From an optimization exercise on the open Yosys and OpenROAD flow, aimed at small area and a short achievable clock period; shortcuts taken in it are not production practice. In this exercise RTL edits were held to simulation tests only and were not proved equivalent to the original.

==> flow/design.v, too long to show whole: its modules and the start of the top module <==
// module Algorithmic_Multiplier: 4866 lines
// module Full_Adder: 4 lines
// module Half_Adder: 4 lines
// module Or_Gate: 3 lines
// module And_Gate: 3 lines
module Algorithmic_Multiplier(
    input signed [15:0] b0, b1, b2, b3,
    input signed [15:0] x0, x1, x2, x3,
    input clk,
    output signed [15:0] y0, y1, y2, y3
);
  // ...
==> flow/flow/run.sh <==
#!/bin/bash
# Standard ORFS layout, with the port buffers chosen here (flow/ports.tcl) and timing repair
# aimed at a period well below the design's, so that it sizes the critical paths.
set -euo pipefail
W=$PWD
export DONT_BUFFER_PORTS=1
export PRE_GLOBAL_PLACE_TCL=$W/flow/ports.tcl
export SKIP_BUFFER_REMOVAL=1
export SETUP_SLACK_MARGIN=15.75
export CTS_ARGS="-sink_clustering_enable -repair_clock_nets -sink_clustering_size 20 -sink_clustering_max_diameter 60 -dont_use_dummy_load -sink_clustering_buffer sky130_fd_sc_hd__clkbuf_8"
bash standard.sh > $W/standard_make.log 2>&1
==> flow/flow/ports.tcl <==
# Buffer every input and output port (as the standard flow does), with small buffers on the
# inputs and a stronger one on the outputs, and keep those buffers through timing repair.
# Synthesis' pass-through buffers (flip-flop to output port) go first.
remove_buffers
buffer_ports -inputs -buffer_cell sky130_fd_sc_hd__buf_1
buffer_ports -outputs -buffer_cell sky130_fd_sc_hd__buf_4
# connect the new buffers to the power grid before they are marked don't-touch
global_connect
set kept 0
foreach bt [[ord::get_db_block] getBTerms] {
  set net [$bt getNet]
  if {[$net getSigType] eq "CLOCK" || [$bt getName] eq "clk"} { continue }
  foreach it [$net getITerms] {
    set inst [$it getInst]
    if {[string match "sky130_fd_sc_hd__buf_*" [[$inst getMaster] getName]]} {
      $inst setDoNotTouch 1
      incr kept
    }
  }
}
puts "port buffers kept: $kept"
==> flow/standard.sh <==
#!/bin/bash
# synth_recipe.tcl (not shown) runs the flow's synth.tcl, then flattens the netlist and writes it again
# the make line also repeats each setting of config.mk as NAME=value (left out here)
make -C /OpenROAD-flow-scripts/flow DESIGN_CONFIG=/design/flow/config.mk WORK_HOME=/design/flow/orfs CLKGATE_MAP_FILE= SYNTH_SCRIPT=/design/flow/synth_recipe.tcl "${@:-finish}"
==> flow/config.mk <==
export PLATFORM = sky130hd
export DESIGN_NAME = Algorithmic_Multiplier
export DESIGN_NICKNAME = Algorithmic_Multiplier
export VERILOG_FILES = /design/flow/design.v
export SDC_FILE = /design/flow/constraint.sdc
export NUM_CORES = 4
export LEC_CHECK = 0
export CAP_MARGIN = 20
export CORE_MARGIN = 2
export CORE_UTILIZATION = 70
export CTS_CLUSTER_DIAMETER = 80
export CTS_CLUSTER_SIZE = 25
export SLEW_MARGIN = 20
export SYNTH_HIERARCHICAL = 1
export SYNTH_MINIMUM_KEEP_SIZE = 0
==> flow/constraint.sdc <==
create_clock -name core_clock -period 21.0 [get_ports {clk}]
set_input_delay 4.2000 -clock core_clock [delete_from_list [all_inputs] [get_ports {clk}]]
set_output_delay 4.2000 -clock core_clock [all_outputs]
set_load 0.01 [all_outputs]
==> key figures, run 1 <==
Detailed routing
  – Top layer in use: met5

Final layout
  – Bufs w/o clock: approximately 240
  – Clock buffer count in the final layout: 47
  – Design area: 45100 sq um

Logic synthesis
  – Largest cells by area after synthesis: fa_1 (50%), dfxtp_1 (27%), nand2_1 (9.0%), xnor2_1 (5.8%), or2_1 (1.8%)
  – Post-synth top area share: between 40% and 50%
  – Ys Warns: 7

Clock network
  – CTS tree: done

Critical path
  – Reg2Reg Capture Point: x3959_r2
  – Setup crit start kind: flop
  – Worst setup path start: k5036_r3
  – Crit-path slowest cell: dfxtp_4
  – CP Capture Point: y3[15]

Placement
  – DP Cell Count: 4342
  – Place WS: about 15 ns

Min path
  – Hold path start: x673_r1

Die
  – Tapcell Cnt: a little under 800
  – FP Rows: 90

Timing
  – Final setup viols: 0
  – Maximum clock rate: roughly 0.19 GHz

Global route
  – Vias in the first global route: 29300
  – Largest net degree at the start of global routing: just under 60

Status
  – Outcome: finished clean
==> inputs of run 2 (changes only) <==
--- a/flow/flow/run.sh
+++ b/flow/flow/run.sh
@@ -7,5 +7,5 @@
 export PRE_GLOBAL_PLACE_TCL=$W/flow/ports.tcl
 export SKIP_BUFFER_REMOVAL=1
-export SETUP_SLACK_MARGIN=15.75
+export SETUP_SLACK_MARGIN=15.7
 export CTS_ARGS="-sink_clustering_enable -repair_clock_nets -sink_clustering_size 20 -sink_clustering_max_diameter 60 -dont_use_dummy_load -sink_clustering_buffer sky130_fd_sc_hd__clkbuf_8"
 bash standard.sh > $W/standard_make.log 2>&1
==> key figures, run 2 <==
Status
  – Outcome: finished clean (unchanged)

Logic synthesis
  – Simple-gate share of the synthesized area: 10.9% (unchanged)
  – Post-synth top area share: 49.6% (unchanged)
  – Number of synthesized register bits: 562 (unchanged)
  – Synth Area in Compound Gates: 0% (unchanged)
  – Cell with the most instances after synthesis: fa_1 (unchanged)
  – Cell variety after synth: 20 (unchanged)
  – Ys Warns: 7 (unchanged)
  – Synth Cell Area: 42400 sq um (unchanged)
  – Largest family of logic cells by synthesized area: adder cells (unchanged)
  – Top_reg_cell synth: dfxtp_1 (unchanged)
  – Mux cell area share after synthesis: 0.189% (unchanged)
  – Ys async rst share: 0% (unchanged)
  – Area leader, netlist: fa_1 (unchanged)
  – Mean Syn Cell Area: 11.9 sq um (unchanged)
  – Largest cells by area after synthesis: fa_1 (50%), dfxtp_1 (27%), nand2_1 (9.0%), xnor2_1 (5.8%), or2_1 (1.8%) (unchanged)
  – Post-Syn Instances: 3570 (unchanged)
  – Adder-cell area share of the yosys netlist: 50.0% (unchanged)
  – Syn Nets: 4764 (unchanged)
  – XOR/XNOR share of the synthesized area: 8.14% (unchanged)
  – Post-synth EDFFs: 0 (unchanged)
  – Synth top cells by count: fa_1 (1051), nand2_1 (1019), dfxtp_1 (562) (unchanged)
  – Sequential fraction of the synthesis area: 26.5% (unchanged)

Flow run
  – Max-Cap Viols: 0 (unchanged)

Clock network
  – Hold bufs inserted after CTS: 0 (unchanged)
  – CTS tree: done (unchanged)
  – Root cell of the clock tree: clkbuf_16 (unchanged)
  – CTS HTree Levels: 2 (unchanged)
  – Worst-path clk slew: 0.11 ns (about the same)
  – Clk sinks: 562 (unchanged)
  – Maximum clock insertion buffer count: 3 (unchanged)
  – CTS buffer count: 47 (unchanged)
  – Clock latency on the worst-skew pair: 0.60 ns (about the same)

Die
  – FP Rows: 90 (unchanged)
  – Die extent in x: 250 um (unchanged)
  – # IOs: 193 (unchanged)
  – Core Region: 60100 sq um (unchanged)
  – Die H: 250 um (unchanged)
  – DIE AREA: 62600 sq um (unchanged)
  – Initial Util: 70.5% (unchanged)

Detailed routing
  – DRT Pass-1 Iters: 6 (was 8)
  – Vias/cell: 5.85 (was 5.86)
  – Post-Route WL: 112000 um (about the same)
  – Drt wl/cell: 25.2 um (was 25.3 um)
  – Final ANT Viol Nets: 0 (unchanged)
  – Residual DRC: 0 (unchanged)
  – Via count: 25900 (was 26000)
  – Iter 0 DRT Violations: 2341 (was 2249)

Global route
  – Antenna violations before repair: 8 (was 13)
  – Vias in the first global route: 29300 (about the same)
  – GR Overflow Total: 0 (unchanged)
  – Global Route Usage Sum: 37.3% (was 37.4%)
  – Largest net degree at the start of global routing: 58 (unchanged)
  – First-pass GRT wire length: 170000 um (about the same)

Critical path
  – CP cell instances: buf_4 (unchanged)
  – Crit-path slowest cell: dfxtp_4 (unchanged)
  – Setup crit start kind: flop (unchanged)
  – Critical R2R Launch: fc2437_r1 (was fs2420_r1)
  – Setup CP Type: reg2out (unchanged)
  – Max FO, Critical Path: 1 (unchanged)
  – Worst setup path start: k5036_r3 (unchanged)
  – Worst R2R Setup Slack: 15.74 ns (was 15.76 ns)
  – Crit-path max cell delay: 0.41 ns (about the same)
  – Critical path's top delay family: flip-flops (unchanged)
  – WP data required: 16.80 ns (about the same)
  – Critical Path Sink Type: output port (unchanged)
  – Crit path DAT: 1.12 ns (about the same)
  – WP buf/inv: 1 (unchanged)

Placement
  – Port-buffer cells: 192 (unchanged)
  – DP Cell Count: 4342 (unchanged)
  – HPWL after DPL: 91700 um (unchanged)
  – Place WS: 15.47 ns (unchanged)
  – GP Congestion: 0.953 (unchanged)

Final layout
  – Commonest non-fill, non-tap cell in the layout: nand2_1 (unchanged)
  – Syn-to-layout area delta: 5.95% (was 6.39%)
  – Share of cells above drive strength 1: 9.40% (was 10.6%)
  – Commonest cells after routing, fill and taps aside: nand2_1 (1018), fa_1 (969), dfxtp_1 (488) (was nand2_1 (1017), fa_1 (948), dfxtp_1 (474))
  – Total Nets Final: 4834 (was 4843)
  – Final non-filler cell total: 4421 (was 4433)

Timing
  – Worst setup margin: 15.68 ns (about the same)
  – Post-route clock skew: 0.0828 ns (was 0.0834 ns)
  – Final setup viols: 0 (unchanged)
  – Worst slew pin tran: 0.921 ns (was 0.949 ns)
  – Rel. slew slack: 38.5% (was 36.6%)
  – Post-route clock period utilization: 25.3% (about the same)
  – Maximum clock rate: 0.188 GHz (about the same)
  – Unrepaired setup endpoints after global routing: true (unchanged)
  – Fin. Hold Viols: 0 (unchanged)
  – Setup TNS: 0 ns (unchanged)
  – Post-route minimum period: 5.32 ns (about the same)
  – Slew Viols, Final: 0 (unchanged)

Min path
  – Hold path start: x673_r1 (unchanged)
  – Hold crit path type: reg2reg (unchanged)
run 2: worst reg2reg max path, stage by stage (launching register included):
cell and delay, ns:
dfxtp_1 0.34, fa_2 0.78, nand2_1 0.13, fa_1 0.49
fa_1 0.41, fa_1 0.41, fa_1 0.39, fa_1 0.39
fa_1 0.40, fa_1 0.39, xnor2_1 0.20, xnor2_1 0.16
xnor2_1 0.11, xnor2_1 0.26, xnor2_2 0.16, xnor2_1 0.08
run 2: area by class of cell:
type | instances | area, sq um
sequential | 562 | 11400
inverter | 194 | 728
antenna | 1 | 2.50
tap | 782 | 978
timing repair buffer | 233 | 1300
clock buffer | 47 | 703
fill | 4068 | 15200
multi-input combinational | 2602 | 29800
run 2: routing by layer:
metal / global-route usage, % / share of wire (%) / vias up
met4: 25.6 / 8.4 / 10
li1: - / - / 10500
met5: 0 / 0.052 / -
met1: 46.5 / 35 / 13400
met2: 59.1 / 47 / 1549
met3: 8.27 / 9.7 / 390
run 2: cell families (layout without fill, tap and decap cells):
kind of cell	count (synthesis)	after routing
adder cells (fa/ha/maj)	1065	1065
multiplexers	8	8
other	0	1
flip-flops	562	562
buffers and inverters	406	474
XOR/XNOR	379	379
AND/OR/NAND/NOR	1150	1150
run 2: timing repair:
| item | 4_1_cts | 5_1_grt |
|---|---|---|
| pin swaps | 3 | 49 |
| endpoints found under the setup margin | 16 | 17 |
| buffers inserted | 1 | 30 |
| hold endpoints to repair | 0 | 0 |
| gates resized for setup | 77 | 137 |
run 2: metrics by stage:
step           hold WS (ns)  utilization, %  cell area (sq um)
2_1_floorplan         0.310               -              42400
3_3_place_gp          0.312            72.1              43400
3_5_place_dp          0.312            72.1              43400
4_1_cts               0.319            73.7              44300
5_1_grt               0.327            74.7              44900
6_report              0.316            74.7              44900
run 2: path summary, 6_finish.rpt:
kind,end,cells past startpoint
worst max-delay path,y3[15],1
worst min-delay path,x673_r2,0
worst min register to register,x673_r2,0
worst max register to register,x3959_r2,15
run 2: Yosys stat by module, one instance, submodules excluded:
| module | times used | cell area [sq um] | cells |
|---|---|---|---|
| Or_Gate | 121 | 6.26 | 1 |
| Half_Adder | 6 | 12.5 | 1 |
| Algorithmic_Multiplier | 1 | 20500 | 2392 |
| Full_Adder | 1051 | 20.0 | 1 |
==> inputs of run 3 (changes only) <==
--- a/flow/flow/run.sh
+++ b/flow/flow/run.sh
@@ -8,4 +8,4 @@
 export SKIP_BUFFER_REMOVAL=1
 export SETUP_SLACK_MARGIN=15.7
-export CTS_ARGS="-sink_clustering_enable -repair_clock_nets -sink_clustering_size 20 -sink_clustering_max_diameter 60 -dont_use_dummy_load -sink_clustering_buffer sky130_fd_sc_hd__clkbuf_8"
+export CTS_ARGS="-sink_clustering_enable -repair_clock_nets -sink_clustering_size 18 -sink_clustering_max_diameter 55 -dont_use_dummy_load -sink_clustering_buffer sky130_fd_sc_hd__clkbuf_8"
 bash standard.sh > $W/standard_make.log 2>&1
--- a/flow/config.mk
+++ b/flow/config.mk
@@ -11,4 +11,5 @@
 export CTS_CLUSTER_DIAMETER = 80
 export CTS_CLUSTER_SIZE = 25
+export PLACE_DENSITY = 0.75
 export SLEW_MARGIN = 20
 export SYNTH_HIERARCHICAL = 1
==> key figures, run 3 <==
Critical path
  – WP buf/inv: 1 (unchanged)
  – Crit-path slowest cell: dfxtp_4 (unchanged)
  – CP cell instances: buf_4 (unchanged)
  – Critical R2R Launch: fs2814_r2 (was fc2437_r1)
  – Critical path's top delay family: flip-flops (unchanged)
  – Max FO, Critical Path: 1 (unchanged)
  – WP data required: 16.80 ns (about the same)
  – Crit-path max cell delay: 0.38 ns (was 0.41 ns)
  – R2R cell count: 14 (was 15)
  – Crit path DAT: 1.13 ns (was 1.12 ns)
  – Critical Path Sink Type: output port (unchanged)
  – Setup CP Type: reg2out (unchanged)
  – Reg2Reg Capture Point: k4990_r3 (was x3959_r2)
  – Setup crit start kind: flop (unchanged)
  – Worst R2R Setup Slack: 15.83 ns (was 15.74 ns)

Final layout
  – Post-layout util: 74.5% (was 74.7%)
  – Share of cells above drive strength 1: 8.32% (was 9.40%)
  – Total Nets Final: 4827 (was 4834)
  – Final non-filler cell total: 4420 (was 4421)
  – Design area: 44800 sq um (was 44900 sq um)
  – Commonest non-fill, non-tap cell in the layout: nand2_1 (unchanged)
  – Syn-to-layout area delta: 5.68% (was 5.95%)
  – Commonest cells after routing, fill and taps aside: nand2_1 (1018), fa_1 (987), dfxtp_1 (499) (was nand2_1 (1018), fa_1 (969), dfxtp_1 (488))

Placement
  – Place WS: 15.54 ns (was 15.47 ns)
  – DP Cell Count: 4349 (was 4342)
  – Placed cell areas: 43400 sq um (about the same)
  – HPWL after DPL: 90200 um (was 91700 um)
  – Port-buffer cells: 192 (unchanged)
  – GP Congestion: 0.960 (was 0.953)

Timing
  – Slew Viols, Final: 0 (unchanged)
  – Post-route clock period utilization: 25.4% (was 25.3%)
  – Worst slew pin tran: 0.998 ns (was 0.921 ns)
  – Rel. slew slack: 33.4% (was 38.5%)
  – Setup TNS: 0 ns (unchanged)
  – Unrepaired setup endpoints after global routing: true (unchanged)
  – Fin. Hold Viols: 0 (unchanged)
  – Maximum clock rate: 0.188 GHz (about the same)
  – Post-route clock skew: 0.0573 ns (was 0.0828 ns)
  – Worst setup margin: 15.67 ns (was 15.68 ns)
  – Final setup viols: 0 (unchanged)
  – Post-route minimum period: 5.33 ns (was 5.32 ns)

Detailed routing
  – Drt wl/cell: 24.9 um (was 25.2 um)
  – Final ANT Viol Nets: 0 (unchanged)
  – Residual DRC: 0 (unchanged)
  – Vias/cell: 5.87 (was 5.85)
  – Via count: 25900 (about the same)
  – DRT Pass-1 Iters: 8 (was 6)
  – Post-Route WL: 110000 um (was 112000 um)
  – Iter 0 DRT Violations: 2144 (was 2341)

Logic synthesis
  – Synth top cells by count: fa_1 (1051), nand2_1 (1019), dfxtp_1 (562) (unchanged)
  – Ys async rst share: 0% (unchanged)
  – Mean Syn Cell Area: 11.9 sq um (unchanged)
  – Synth Cell Area: 42400 sq um (unchanged)
  – Post-synth top area share: 49.6% (unchanged)
  – Number of synthesized register bits: 562 (unchanged)
  – Top_reg_cell synth: dfxtp_1 (unchanged)
  – Syn Nets: 4764 (unchanged)
  – Cell variety after synth: 20 (unchanged)
  – Ys Warns: 7 (unchanged)
  – Largest cells by area after synthesis: fa_1 (50%), dfxtp_1 (27%), nand2_1 (9.0%), xnor2_1 (5.8%), or2_1 (1.8%) (unchanged)
  – Cell with the most instances after synthesis: fa_1 (unchanged)
  – Area leader, netlist: fa_1 (unchanged)
  – Post-synth EDFFs: 0 (unchanged)
  – Post-Syn Instances: 3570 (unchanged)
  – Sequential fraction of the synthesis area: 26.5% (unchanged)

Global route
  – Global Route Usage Sum: 37.3% (about the same)
  – Vias in the first global route: 29700 (was 29300)
  – GR Overflow Total: 0 (unchanged)
  – Largest net degree at the start of global routing: 57 (was 58)
  – Antenna violations before repair: 12 (was 8)
  – First-pass GRT wire length: 170000 um (about the same)

Clock network
  – Worst-path clk slew: 0.11 ns (about the same)
  – Maximum clock insertion buffer count: 3 (unchanged)
  – CTS tree: done (unchanged)
  – Clk sinks: 562 (unchanged)
  – Root cell of the clock tree: clkbuf_16 (unchanged)
  – CTS HTree Levels: 2 (unchanged)
  – CTS buffer count: 56 (was 47)
  – Hold bufs inserted after CTS: 0 (unchanged)
  – Clock latency on the worst-skew pair: 0.61 ns (was 0.60 ns)

Die
  – Core Region: 60100 sq um (unchanged)
  – FP Rows: 90 (unchanged)
  – Die H: 250 um (unchanged)
  – Die extent in x: 250 um (unchanged)
  – # IOs: 193 (unchanged)
  – DIE AREA: 62600 sq um (unchanged)
  – Initial Util: 70.5% (unchanged)

Min path
  – Hold crit path type: reg2reg (unchanged)
  – Hold EP: x673_r2 (unchanged)
  – Hold path start: x673_r1 (unchanged)
  – Worst hold path depth: 0 (unchanged)

Status
  – Outcome: finished clean (unchanged)

Flow run
  – Max-Cap Viols: 0 (unchanged)
run 3: Yosys stat by module, one instance, submodules excluded:
module	cells	times used
Or_Gate	1	121
Full_Adder	1	1051
Half_Adder	1	6
Algorithmic_Multiplier	2392	1
run 3: per-stage QoR:
step                      hold slack (ns)
final                               0.295
after global routing                0.297
after CTS                           0.296
after detailed placement            0.312
after global placement              0.311
after floorplan                     0.310
run 3: repair_timing:
action	4_1_cts	5_1_grt
setup endpoints to repair	13	22
pin swaps	7	30
resized for setup	54	118
setup buffers	3	5
run 3: worst register-to-register path, delay by kind of cell, from the launching register on:
family                     cells  cell delay (ns)
xor gates and xnor gates       2             0.33
adders and majority gates      8             3.75
buffers and inverters          2             0.18
DFF                            1             0.32
muxes                          1             0.18
and+or+nand+nor                1             0.37
run 3: logic make-up after synthesis:
family / Yosys count / share of synthesized area [%]
xor+xnor: 379 / 8.14
simple gates: 1150 / 10.9
fa+ha+maj: 1065 / 50.0
flops: 562 / 26.5
mux: 8 / 0.189
buf+inv: 406 / 4.16
run 3: worst max-delay path by stage:
| stage | cells after the start | start | to |
|---|---|---|---|
| 5_1_grt | 1 | k5036_r3 | y3[15] |
| 4_1_cts | 1 | k5036_r3 | y3[15] |
| 2_1_floorplan | 16 | fs2473_r1 | x4438_r2 |
| 6_report | 1 | k5034_r3 | y3[13] |
| 3_3_place_gp | 14 | fs2814_r2 | k4990_r3 |
| 3_5_place_dp | 14 | fs4615_r2 | k5036_r3 |
run 3: metal layers:
| metal | vias to the layer above | GRT usage, % | part of all wire, % |
|---|---|---|---|
| met1 | 13400 | 46.4 | 34 |
| met4 | 2 | 25.4 | 8.3 |
| met2 | 1635 | 58.8 | 47 |
| met3 | 414 | 8.68 | 10 |
| met5 | - | 0 | 0.012 |
| li1 | 10500 | - | - |
run 3: cell type report:
class	instances	area (sq um)
inverter	194	728
sequential	562	11400
tap	782	978
multi-input combinational	2602	29700
antenna	7	17.5
clock buffer	56	827
fill	4047	15300
timing repair buffer	217	1160
==> inputs of run 4 (changes only) <==
--- a/flow/config.mk
+++ b/flow/config.mk
@@ -11,5 +11,4 @@
 export CTS_CLUSTER_DIAMETER = 80
 export CTS_CLUSTER_SIZE = 25
-export PLACE_DENSITY = 0.75
 export SLEW_MARGIN = 20
 export SYNTH_HIERARCHICAL = 1
==> key figures, run 4 <==
Status
  – Outcome: finished clean (unchanged)

Clock network
  – Worst-path clk slew: 0.10 ns (was 0.11 ns)
  – CTS HTree Levels: 2 (unchanged)
  – Clock latency on the worst-skew pair: 0.60 ns (was 0.61 ns)
  – Clk sinks: 562 (unchanged)
  – Hold bufs inserted after CTS: 0 (unchanged)
  – CTS tree: done (unchanged)
  – CTS buffer count: 56 (unchanged)
  – Maximum clock insertion buffer count: 3 (unchanged)
  – Root cell of the clock tree: clkbuf_16 (unchanged)

Critical path
  – Crit-path max cell delay: 0.37 ns (was 0.38 ns)
  – WP buf/inv: 1 (unchanged)
  – Reg2Reg Capture Point: k4944_r3 (was k4990_r3)
  – Critical R2R Launch: fs3293_r2 (was fs2814_r2)
  – Crit-path slowest cell: dfxtp_4 (unchanged)
  – Max FO, Critical Path: 1 (unchanged)
  – Setup CP Type: reg2out (unchanged)
  – Worst R2R Setup Slack: 15.80 ns (was 15.83 ns)
  – CP cell instances: buf_4 (unchanged)
  – Critical Path Sink Type: output port (unchanged)
  – R2R cell count: 12 (was 14)
  – Setup crit start kind: flop (unchanged)
  – Crit path DAT: 1.08 ns (was 1.13 ns)
  – Critical path's top delay family: flip-flops (unchanged)
  – WP data required: 16.80 ns (about the same)

Logic synthesis
  – Synth Cell Area: 42400 sq um (unchanged)
  – Post-synth top area share: 49.6% (unchanged)
  – XOR/XNOR share of the synthesized area: 8.14% (unchanged)
  – Cell with the most instances after synthesis: fa_1 (unchanged)
  – Sequential fraction of the synthesis area: 26.5% (unchanged)
  – Simple-gate share of the synthesized area: 10.9% (unchanged)
  – Ys async rst share: 0% (unchanged)
  – Syn Nets: 4764 (unchanged)
  – Post-Syn Instances: 3570 (unchanged)
  – Synth top cells by count: fa_1 (1051), nand2_1 (1019), dfxtp_1 (562) (unchanged)
  – Adder-cell area share of the yosys netlist: 50.0% (unchanged)
  – Largest family of logic cells by synthesized area: adder cells (unchanged)
  – Number of synthesized register bits: 562 (unchanged)
  – Ys Warns: 7 (unchanged)
  – Post-synth EDFFs: 0 (unchanged)
  – Area leader, netlist: fa_1 (unchanged)
  – Largest cells by area after synthesis: fa_1 (50%), dfxtp_1 (27%), nand2_1 (9.0%), xnor2_1 (5.8%), or2_1 (1.8%) (unchanged)
  – Cell variety after synth: 20 (unchanged)
  – Mean Syn Cell Area: 11.9 sq um (unchanged)
  – Mux cell area share after synthesis: 0.189% (unchanged)
  – Synth Area in Compound Gates: 0% (unchanged)
  – Top_reg_cell synth: dfxtp_1 (unchanged)

Detailed routing
  – Residual DRC: 0 (unchanged)
  – Final ANT Viol Nets: 0 (unchanged)
  – Vias/cell: 5.84 (was 5.87)
  – Drt wl/cell: 25.2 um (was 24.9 um)
  – DRT Pass-1 Iters: 6 (was 8)
  – Post-Route WL: 112000 um (was 110000 um)
  – Iter 0 DRT Violations: 2488 (was 2144)
  – Via count: 26000 (was 25900)

Timing
  – Post-route minimum period: 5.28 ns (was 5.33 ns)
  – Worst slew pin tran: 0.889 ns (was 0.998 ns)
  – Unrepaired setup endpoints after global routing: true (unchanged)
  – Post-route clock period utilization: 25.1% (was 25.4%)
  – Worst setup margin: 15.72 ns (was 15.67 ns)
  – Post-route clock skew: 0.0705 ns (was 0.0573 ns)
  – Final setup viols: 0 (unchanged)
  – Maximum clock rate: 0.189 GHz (was 0.188 GHz)
  – WHS: 0.310 ns (was 0.295 ns)
  – Slew Viols, Final: 0 (unchanged)
  – Setup TNS: 0 ns (unchanged)
  – Rel. slew slack: 40.7% (was 33.4%)
  – Fin. Hold Viols: 0 (unchanged)

Global route
  – Vias in the first global route: 29400 (was 29700)
  – First-pass GRT wire length: 170000 um (about the same)
  – Largest net degree at the start of global routing: 58 (was 57)
  – GR Overflow Total: 0 (unchanged)
  – Global Route Usage Sum: 37.4% (was 37.3%)
  – Antenna violations before repair: 10 (was 12)

Final layout
  – Commonest cells after routing, fill and taps aside: nand2_1 (1016), fa_1 (974), dfxtp_1 (489) (was nand2_1 (1018), fa_1 (987), dfxtp_1 (499))
  – Syn-to-layout area delta: 6.67% (was 5.68%)
  – Commonest non-fill, non-tap cell in the layout: nand2_1 (unchanged)
  – Share of cells above drive strength 1: 10.0% (was 8.32%)
  – Inserted Diodes: 0 (was 7)
  – Total Nets Final: 4861 (was 4827)

Die
  – Die extent in x: 250 um (unchanged)
  – FP Rows: 90 (unchanged)
  – Core Region: 60100 sq um (unchanged)
  – DIE AREA: 62600 sq um (unchanged)
  – Initial Util: 70.5% (unchanged)
  – # IOs: 193 (unchanged)
  – Die H: 250 um (unchanged)

Placement
  – HPWL after DPL: 91700 um (was 90200 um)
  – GP Congestion: 0.953 (was 0.960)
  – Port-buffer cells: 192 (unchanged)
  – Place WS: 15.47 ns (was 15.54 ns)

Min path
  – Hold path start: x673_r1 (unchanged)
  – Hold crit path type: reg2reg (unchanged)
  – Hold EP: x673_r2 (unchanged)
  – Worst hold path depth: 0 (unchanged)

Flow run
  – Max-Cap Viols: 0 (unchanged)
run 4: cell counts after synthesis:
Identical to the previous run, type by type.
run 4: repair_timing:
action                                  in CTS  in global routing
cloned                                       0                  0
pin swaps                                    3                 38
buffers inserted                             2                 47
endpoints found under the setup margin      16                 18
resized for setup                           72                151
hold endpoints to repair                     0                  0
run 4: how the worst max path moves through the flow:
stage	start	to	slack [ns]	depth (start not counted)
after global placement	fs2412_r1	x3959_r2	15.55	15
final	k5035_r3	y3[14]	15.72	1
after detailed placement	fs2412_r1	x3959_r2	15.47	15
after global routing	fs1867_r1	x4438_r2	15.66	16
after floorplan	fs2473_r1	x4438_r2	15.92	16
after CTS	fs1705_r1	x3959_r2	15.63	15
run 4: worst reg2reg max path, delay by kind of cell, from the launching register on:
| kind | cells | cell delay, ns |
|---|---|---|
| AND/OR/NAND/NOR | 1 | 0.36 |
| multiplexers | 1 | 0.22 |
| adder cells (fa/ha/maj) | 8 | 3.77 |
| XOR/XNOR | 2 | 0.45 |
| flip-flops | 1 | 0.33 |
run 4: final cells by class:
class                      count  area, sq um
fill                        4034        14900
timing repair buffer         251         1440
inverter                     194          728
sequential                   562        11400
clock buffer                  56          827
tap                          782          978
multi-input combinational   2602        29800
run 4: cells by family (layout without fill, tap and decap cells):
family,count (synthesis),in the layout
multiplexers,8,8
AND/OR/NAND/NOR,1150,1150
XOR/XNOR,379,379
flip-flops,562,562
buffers and inverters,406,501
adder cells (fa/ha/maj),1065,1065
run 4: per-module statistics from Yosys, one instance, submodules excluded:
module | area (sq um) | flip-flops and latches
Algorithmic_Multiplier | 20500 | 562
Full_Adder | 20.0 | 0
Half_Adder | 12.5 | 0
Or_Gate | 6.26 | 0
run 4: through the flow:
| step | util, % | area (sq um) | instances |
|---|---|---|---|
| floorplan | - | 42400 | 3570 |
| global placement | 72.1 | 43400 | 4342 |
| detailed placement | 72.1 | 43400 | 4342 |
| CTS | 73.9 | 44400 | 4400 |
| global route | 75.2 | 45200 | 4447 |
| finish | 75.2 | 45200 | 4447 |
run 4: metal layers:
| metal | track usage (%) | share of wire (%) | vias up |
|---|---|---|---|
| met5 | 0 | 0.051 | - |
| met4 | 24.7 | 7.9 | 10 |
| met3 | 8.19 | 9.8 | 376 |
| met2 | 60.0 | 48 | 1565 |
| met1 | 46.3 | 34 | 13500 |
| li1 | - | - | 10600 |
==> inputs of run 5 (changes only) <==
--- a/flow/flow/run.sh
+++ b/flow/flow/run.sh
@@ -6,4 +6,5 @@
 export DONT_BUFFER_PORTS=1
 export PRE_GLOBAL_PLACE_TCL=$W/flow/ports.tcl
+export POST_GLOBAL_PLACE_TCL=$W/flow/outflops.tcl
 export SKIP_BUFFER_REMOVAL=1
 export SETUP_SLACK_MARGIN=15.7
==> flow/flow/outflops.tcl (new file) <==
# Move each output flip-flop next to its output port buffer, so that the flip-flop drives a short
# wire; detailed placement legalizes the moved cells afterwards.
set block [ord::get_db_block]
set moved 0
foreach bt [$block getBTerms] {
  if {[$bt getIoType] ne "OUTPUT"} { continue }
  set pnet [$bt getNet]
  set buf ""
  foreach it [$pnet getITerms] { if {[$it isOutputSignal]} { set buf [$it getInst] } }
  if {$buf eq ""} { continue }
  set inet [[$buf findITerm A] getNet]
  foreach it [$inet getITerms] {
    if {[$it isOutputSignal]} {
      set ff [$it getInst]
      if {[string match "*dfxtp*" [[$ff getMaster] getName]]} {
        set loc [$buf getLocation]
        $ff setLocation [lindex $loc 0] [lindex $loc 1]
        incr moved
      }
    }
  }
}
puts "output flip-flops moved: $moved"
==> key figures, run 5 <==
Critical path
  – CP cell instances: buf_4 (unchanged)
  – Critical R2R Launch: fs4514_r2 (was fs3293_r2)
  – Setup crit start kind: flop (unchanged)
  – Critical path's top delay family: flip-flops (unchanged)
  – WP buf/inv: 1 (unchanged)
  – WP data required: 16.80 ns (about the same)
  – Worst setup path start: fs4855_r3 (was k5035_r3)
  – Crit path DAT: 1.07 ns (was 1.08 ns)
  – Max FO, Critical Path: 1 (unchanged)
  – Crit-path max cell delay: 0.33 ns (was 0.37 ns)
  – Crit-path slowest cell: dfxtp_2 (was dfxtp_4)
  – Critical Path Sink Type: output port (unchanged)
  – Setup CP Type: reg2out (unchanged)

Logic synthesis
  – Largest cells by area after synthesis: fa_1 (50%), dfxtp_1 (27%), nand2_1 (9.0%), xnor2_1 (5.8%), or2_1 (1.8%) (unchanged)
  – Mean Syn Cell Area: 11.9 sq um (unchanged)
  – Sequential fraction of the synthesis area: 26.5% (unchanged)
  – Area leader, netlist: fa_1 (unchanged)
  – Ys Warns: 7 (unchanged)
  – Synth top cells by count: fa_1 (1051), nand2_1 (1019), dfxtp_1 (562) (unchanged)
  – Cell with the most instances after synthesis: fa_1 (unchanged)
  – Top_reg_cell synth: dfxtp_1 (unchanged)
  – Post-synth EDFFs: 0 (unchanged)
  – Syn Nets: 4764 (unchanged)
  – Post-synth top area share: 49.6% (unchanged)
  – Cell variety after synth: 20 (unchanged)
  – Number of synthesized register bits: 562 (unchanged)
  – Post-Syn Instances: 3570 (unchanged)
  – Ys async rst share: 0% (unchanged)
  – Synth Cell Area: 42400 sq um (unchanged)

Timing
  – Worst setup margin: 15.73 ns (was 15.72 ns)
  – Final setup viols: 0 (unchanged)
  – Slew Viols, Final: 0 (unchanged)
  – Unrepaired setup endpoints after global routing: true (unchanged)
  – Worst slew pin tran: 0.936 ns (was 0.889 ns)
  – Post-route minimum period: 5.27 ns (was 5.28 ns)
  – Rel. slew slack: 37.5% (was 40.7%)
  – Maximum clock rate: 0.190 GHz (was 0.189 GHz)
  – Fin. Hold Viols: 0 (unchanged)
  – Post-route clock skew: 0.0700 ns (was 0.0705 ns)
  – Setup TNS: 0 ns (unchanged)
  – Post-route clock period utilization: 25.1% (about the same)

Detailed routing
  – Via count: 25900 (was 26000)
  – Iter 0 DRT Violations: 2267 (was 2488)
  – Post-Route WL: 112000 um (about the same)
  – Drt wl/cell: 25.2 um (about the same)
  – DRT Pass-1 Iters: 9 (was 6)
  – Final ANT Viol Nets: 0 (unchanged)
  – Vias/cell: 5.85 (was 5.84)
  – Residual DRC: 0 (unchanged)

Global route
  – Antenna violations before repair: 8 (was 10)
  – First-pass GRT wire length: 172000 um (was 170000 um)
  – Global Route Usage Sum: 37.7% (was 37.4%)
  – GR Overflow Total: 0 (unchanged)
  – Largest net degree at the start of global routing: 58 (unchanged)
  – Vias in the first global route: 29900 (was 29400)

Clock network
  – CTS tree: done (unchanged)
  – Clock latency on the worst-skew pair: 0.60 ns (about the same)
  – CTS buffer count: 56 (unchanged)
  – Clk sinks: 562 (unchanged)
  – Maximum clock insertion buffer count: 3 (unchanged)
  – Hold bufs inserted after CTS: 0 (unchanged)
  – Root cell of the clock tree: clkbuf_16 (unchanged)
  – Worst-path clk slew: 0.10 ns (about the same)
  – CTS HTree Levels: 2 (unchanged)

Placement
  – Place WS: 15.27 ns (was 15.47 ns)
  – Placed cell areas: 43400 sq um (unchanged)
  – HPWL after DPL: 91900 um (was 91700 um)
  – Port-buffer cells: 192 (unchanged)

Die
  – Die extent in x: 250 um (unchanged)
  – DIE AREA: 62600 sq um (unchanged)
  – # IOs: 193 (unchanged)
  – Die H: 250 um (unchanged)
  – Core Region: 60100 sq um (unchanged)
  – FP Rows: 90 (unchanged)
  – Initial Util: 70.5% (unchanged)

Final layout
  – Footprint of the multi-input gates: 30000 sq um (was 29800 sq um)
  – Fillcell total: 3979 (was 4034)
  – Commonest cells after routing, fill and taps aside: nand2_1 (1019), fa_1 (944), dfxtp_1 (495) (was nand2_1 (1016), fa_1 (974), dfxtp_1 (489))
  – Share of cells above drive strength 1: 10.0% (about the same)
  – Design area: 45100 sq um (was 45200 sq um)
  – FF/Latch Area: 11400 sq um (about the same)
  – Syn-to-layout area delta: 6.46% (was 6.67%)
  – Commonest non-fill, non-tap cell in the layout: nand2_1 (unchanged)
  – Total Nets Final: 4834 (was 4861)

Min path
  – Hold crit path type: reg2reg (unchanged)
  – Hold path start: x1513_r1 (was x673_r1)

Status
  – Outcome: finished clean (unchanged)

Flow run
  – Max-Cap Viols: 0 (unchanged)
==> run 5: worst paths after layout <==
| check | slack, ns | cells after the start | to |
|---|---|---|---|
| min reg2reg | 0.29 | 0 | x1513_r2 |
| max | 15.73 | 1 | y0[4] |
| min | 0.29 | 0 | x1513_r2 |
| max reg2reg | 15.79 | 13 | k4944_r3 |
==> run 5: per-module statistics from Yosys, one instance, submodules excluded <==
module / cells inside / cell area (sq um) / times used / flip-flops and latches
Algorithmic_Multiplier: 2392 / 20500 / 1 / 562
Full_Adder: 1 / 20.0 / 1051 / 0
Half_Adder: 1 / 12.5 / 6 / 0
Or_Gate: 1 / 6.26 / 121 / 0
==> run 5: what timing repair did <==
action	in CTS	in global routing
endpoints found under the setup margin	14	16
pin swaps	20	49
setup buffers	5	17
resized for setup	99	143
gates cloned	0	0
==> run 5: routing by layer <==
layer / up-vias / global-route usage [%] / routed length (um)
li1: 10500 / - / -
met1: 13400 / 46.5 / 38300
met4: 2 / 24.0 / 8450
met3: 357 / 8.76 / 11100
met2: 1583 / 60.7 / 53700
met5: - / 0 / 12
==> run 5: kinds of logic (layout without fill, tap and decap cells) <==
family	Yosys count	in the layout	share of synthesized area (%)
muxes	8	8	0.189
adders and majority gates	1065	1065	50.0
other	0	2	0
xor gates and xnor gates	379	379	8.14
buffers and inverters	406	474	4.16
DFF	562	562	26.5
and+or+nand+nor	1150	1150	10.9
==> run 5: cell type report <==
cell class              count  share of cell area [%]
inverters                 194                    1.61
flip-flops and latches    562                    25.3
clock buffers              56                    1.83
diodes                      2                  0.0111
multi-input cells        2602                    66.4
repair buffers            224                    2.70
well taps                 782                    2.17
==> run 5: per-stage QoR <==
stage	utilization (%)	instances	hold slack, ns
3_3_place_gp	72.1	4342	0.312
4_1_cts	74.1	4403	0.292
2_1_floorplan	-	3570	0.310
6_report	75.1	4422	0.292
3_5_place_dp	72.1	4342	0.312
5_1_grt	75.1	4421	0.290
==> inputs of run 6 (changes only) <==
--- a/flow/flow/run.sh
+++ b/flow/flow/run.sh
@@ -1,5 +1,6 @@
 #!/bin/bash
 # Standard ORFS layout, with the port buffers chosen here (flow/ports.tcl) and timing repair
-# aimed at a period well below the design's, so that it sizes the critical paths.
+# aimed at a period well below the design's, so that it sizes the critical paths; the output
+# flip-flops are moved next to their port buffers after global placement (flow/outflops.tcl).
 set -euo pipefail
 W=$PWD
==> key figures, run 6 <==
Die
  – FP Rows: 90 (unchanged)
  – Core Region: 60100 sq um (unchanged)
  – # IOs: 193 (unchanged)
  – Initial Util: 70.5% (unchanged)
  – DIE AREA: 62600 sq um (unchanged)
  – Die extent in x: 250 um (unchanged)
  – Die H: 250 um (unchanged)

Global route
  – GR Overflow Total: 0 (unchanged)
  – First-pass GRT wire length: 172000 um (unchanged)
  – Antenna violations before repair: 8 (unchanged)
  – Global Route Usage Sum: 37.7% (unchanged)
  – Largest net degree at the start of global routing: 58 (unchanged)
  – Vias in the first global route: 29900 (unchanged)

Logic synthesis
  – Top_reg_cell synth: dfxtp_1 (unchanged)
  – Area leader, netlist: fa_1 (unchanged)
  – XOR/XNOR share of the synthesized area: 8.14% (unchanged)
  – Largest cells by area after synthesis: fa_1 (50%), dfxtp_1 (27%), nand2_1 (9.0%), xnor2_1 (5.8%), or2_1 (1.8%) (unchanged)
  – Post-Syn Instances: 3570 (unchanged)
  – Largest family of logic cells by synthesized area: adder cells (unchanged)
  – Syn Nets: 4764 (unchanged)
  – Cell variety after synth: 20 (unchanged)
  – Synth Area in Compound Gates: 0% (unchanged)
  – Number of synthesized register bits: 562 (unchanged)
  – Post-synth EDFFs: 0 (unchanged)
  – Cell with the most instances after synthesis: fa_1 (unchanged)
  – Mux cell area share after synthesis: 0.189% (unchanged)
  – Ys async rst share: 0% (unchanged)
  – Ys Warns: 7 (unchanged)
  – Mean Syn Cell Area: 11.9 sq um (unchanged)
  – Post-synth top area share: 49.6% (unchanged)
  – Sequential fraction of the synthesis area: 26.5% (unchanged)
  – Synth top cells by count: fa_1 (1051), nand2_1 (1019), dfxtp_1 (562) (unchanged)
  – Simple-gate share of the synthesized area: 10.9% (unchanged)
  – Adder-cell area share of the yosys netlist: 50.0% (unchanged)
  – Synth Cell Area: 42400 sq um (unchanged)

Timing
  – Setup TNS: 0 ns (unchanged)
  – Maximum clock rate: 0.190 GHz (unchanged)
  – Fin. Hold Viols: 0 (unchanged)
  – Unrepaired setup endpoints after global routing: true (unchanged)
  – Post-route clock skew: 0.0700 ns (unchanged)
  – Post-route clock period utilization: 25.1% (unchanged)
  – Final setup viols: 0 (unchanged)
  – Worst slew pin tran: 0.936 ns (unchanged)
  – Slew Viols, Final: 0 (unchanged)
  – Rel. slew slack: 37.5% (unchanged)
  – Post-route minimum period: 5.27 ns (unchanged)

Critical path
  – Crit-path max cell delay: 0.33 ns (about the same)
  – Reg2Reg Capture Point: k4944_r3 (unchanged)
  – WP buf/inv: 1 (unchanged)
  – R2R cell count: 13 (unchanged)
  – Max FO, Critical Path: 1 (unchanged)
  – Crit-path slowest cell: dfxtp_2 (unchanged)
  – Critical Path Sink Type: output port (unchanged)
  – Setup crit start kind: flop (unchanged)
  – Critical R2R Launch: fs4514_r2 (unchanged)
  – Critical path's top delay family: flip-flops (unchanged)
  – Crit path DAT: 1.07 ns (about the same)
  – CP cell instances: buf_4 (unchanged)
  – Worst R2R Setup Slack: 15.79 ns (about the same)
  – WP data required: 16.80 ns (about the same)
  – Setup CP Type: reg2out (unchanged)

Clock network
  – CTS HTree Levels: 2 (unchanged)
  – Clk sinks: 562 (unchanged)
  – Root cell of the clock tree: clkbuf_16 (unchanged)
  – Hold bufs inserted after CTS: 0 (unchanged)
  – CTS tree: done (unchanged)
  – Clock latency on the worst-skew pair: 0.60 ns (about the same)
  – Maximum clock insertion buffer count: 3 (unchanged)
  – CTS buffer count: 56 (unchanged)
  – Worst-path clk slew: 0.10 ns (about the same)

Final layout
  – Final non-filler cell total: 4422 (unchanged)
  – Footprint of the multi-input gates: 30000 sq um (unchanged)
  – Syn-to-layout area delta: 6.46% (unchanged)
  – Commonest non-fill, non-tap cell in the layout: nand2_1 (unchanged)
  – Commonest cells after routing, fill and taps aside: nand2_1 (1019), fa_1 (944), dfxtp_1 (495) (unchanged)
  – FF/Latch Area: 11400 sq um (unchanged)
  – Fillcell total: 3979 (unchanged)
  – Total Nets Final: 4834 (unchanged)
  – Post-layout util: 75.1% (unchanged)
  – Share of cells above drive strength 1: 10.0% (unchanged)

Detailed routing
  – Iter 0 DRT Violations: 2267 (unchanged)
  – Residual DRC: 0 (unchanged)
  – Drt wl/cell: 25.2 um (unchanged)
  – Vias/cell: 5.85 (unchanged)
  – Via count: 25900 (unchanged)
  – DRT Pass-1 Iters: 9 (unchanged)
  – Post-Route WL: 112000 um (unchanged)
  – Final ANT Viol Nets: 0 (unchanged)

Min path
  – Hold path start: x1513_r1 (unchanged)
  – Worst hold path depth: 0 (unchanged)
  – Hold EP: x1513_r2 (unchanged)
  – Hold crit path type: reg2reg (unchanged)

Flow run
  – Max-Cap Viols: 0 (unchanged)

Placement
  – DP Cell Count: 4342 (unchanged)
  – HPWL after DPL: 91900 um (unchanged)
  – Port-buffer cells: 192 (unchanged)

Status
  – Outcome: finished clean (unchanged)
## run 6: cell counts after synthesis
No cell type changed its count.
## run 6: per-stage QoR
step,instance area [sq um],setup slack [ns],hold slack [ns]
5_1_grt,45100,15.65,0.290
3_3_place_gp,43400,15.55,0.312
2_1_floorplan,42400,15.92,0.310
4_1_cts,44600,15.66,0.292
3_5_place_dp,43400,15.27,0.312
6_report,45100,15.73,0.292
## run 6: logic make-up (layout without fill, tap and decap cells)
family	after synthesis	after routing
xor+xnor	379	379
mux	8	8
buf+inv	406	474
fa+ha+maj	1065	1065
simple gates	1150	1150
flops	562	562
other cells	0	2
## run 6: per-module statistics from Yosys (local to each module, per instance)
| module | cell area, sq um | flops+latches | copies in the design |
|---|---|---|---|
| Half_Adder | 12.5 | 0 | 6 |
| Or_Gate | 6.26 | 0 | 121 |
| Algorithmic_Multiplier | 20500 | 562 | 1 |
| Full_Adder | 20.0 | 0 | 1051 |
## run 6: metal layers
metal	part of all wire (%)	up-vias	global-route usage [%]	routed length, um
met5	0.011	-	0	12
li1	-	10500	-	-
met1	34	13400	46.5	38300
met3	10	357	8.76	11100
met4	7.6	2	24.0	8450
met2	48	1583	60.7	53700
## run 6: worst max path at each step
stage          depth (start not counted)        to       from
6_report                               1     y0[4]  fs4855_r3
5_1_grt                               14  x3001_r2  xr0_10_r1
4_1_cts                               13  k5036_r3  fs4251_r2
3_5_place_dp                          14  k5036_r3  fs4615_r2
3_3_place_gp                          15  x3959_r2  fs2412_r1
2_1_floorplan                         16  x4438_r2  fs2473_r1
## run 6: cell type report
class	instances	area share [%]
diodes	2	0.0111
clock buffers	56	1.83
inverters	194	1.61
multi-input cells	2602	66.4
flip-flops and latches	562	25.3
well taps	782	2.17
repair buffers	224	2.70
## run 6: timing repair
| item | CTS | global route |
|---|---|---|
| setup endpoints to repair | 14 | 16 |
| pin swaps | 20 | 49 |
| buffers inserted | 5 | 17 |
| resized for setup | 99 | 143 |

## afterwards: timing with drivers on the ports
The flow's constraints put no driver on any port. The routed layouts listed below were extracted and timed again, unchanged, in two steps. Step 1 sets driving cells, clkbuf_16 on the clock port and buf_2 on the other inputs (assumed; they add their load-dependent delay and slew). Step 2 times the ports against the registers' clock, not the clock port: input delays grow and output delays shrink by t, the midpoint of the rising clock arrivals with the driver on. Three values: ideal ports, drivers, drivers and shift; two values: the first two.
run	t, ns	setup slack, ns	hold slack, ns	worst register clock-pin slew, ns	pins driven straight from the clock port
run 1	0.629	15.681 / 15.613 / 15.763	0.318 / 0.318 / 0.318	0.12 / 0.12	1
run 2	0.631	15.677 / 15.609 / 15.737	0.316 / 0.316 / 0.316	0.12 / 0.12	1
run 3	0.643	15.670 / 15.604 / 15.826	0.295 / 0.295 / 0.295	0.11 / 0.11	1
run 4	0.635	15.719 / 15.654 / 15.798	0.310 / 0.310 / 0.310	0.10 / 0.10	1
run 5	0.632	15.734 / 15.668 / 15.785	0.292 / 0.292 / 0.292	0.11 / 0.11	1
run 6	0.632	15.734 / 15.668 / 15.785	0.292 / 0.292 / 0.292	0.11 / 0.11	1
After both steps every run listed still meets setup and hold.
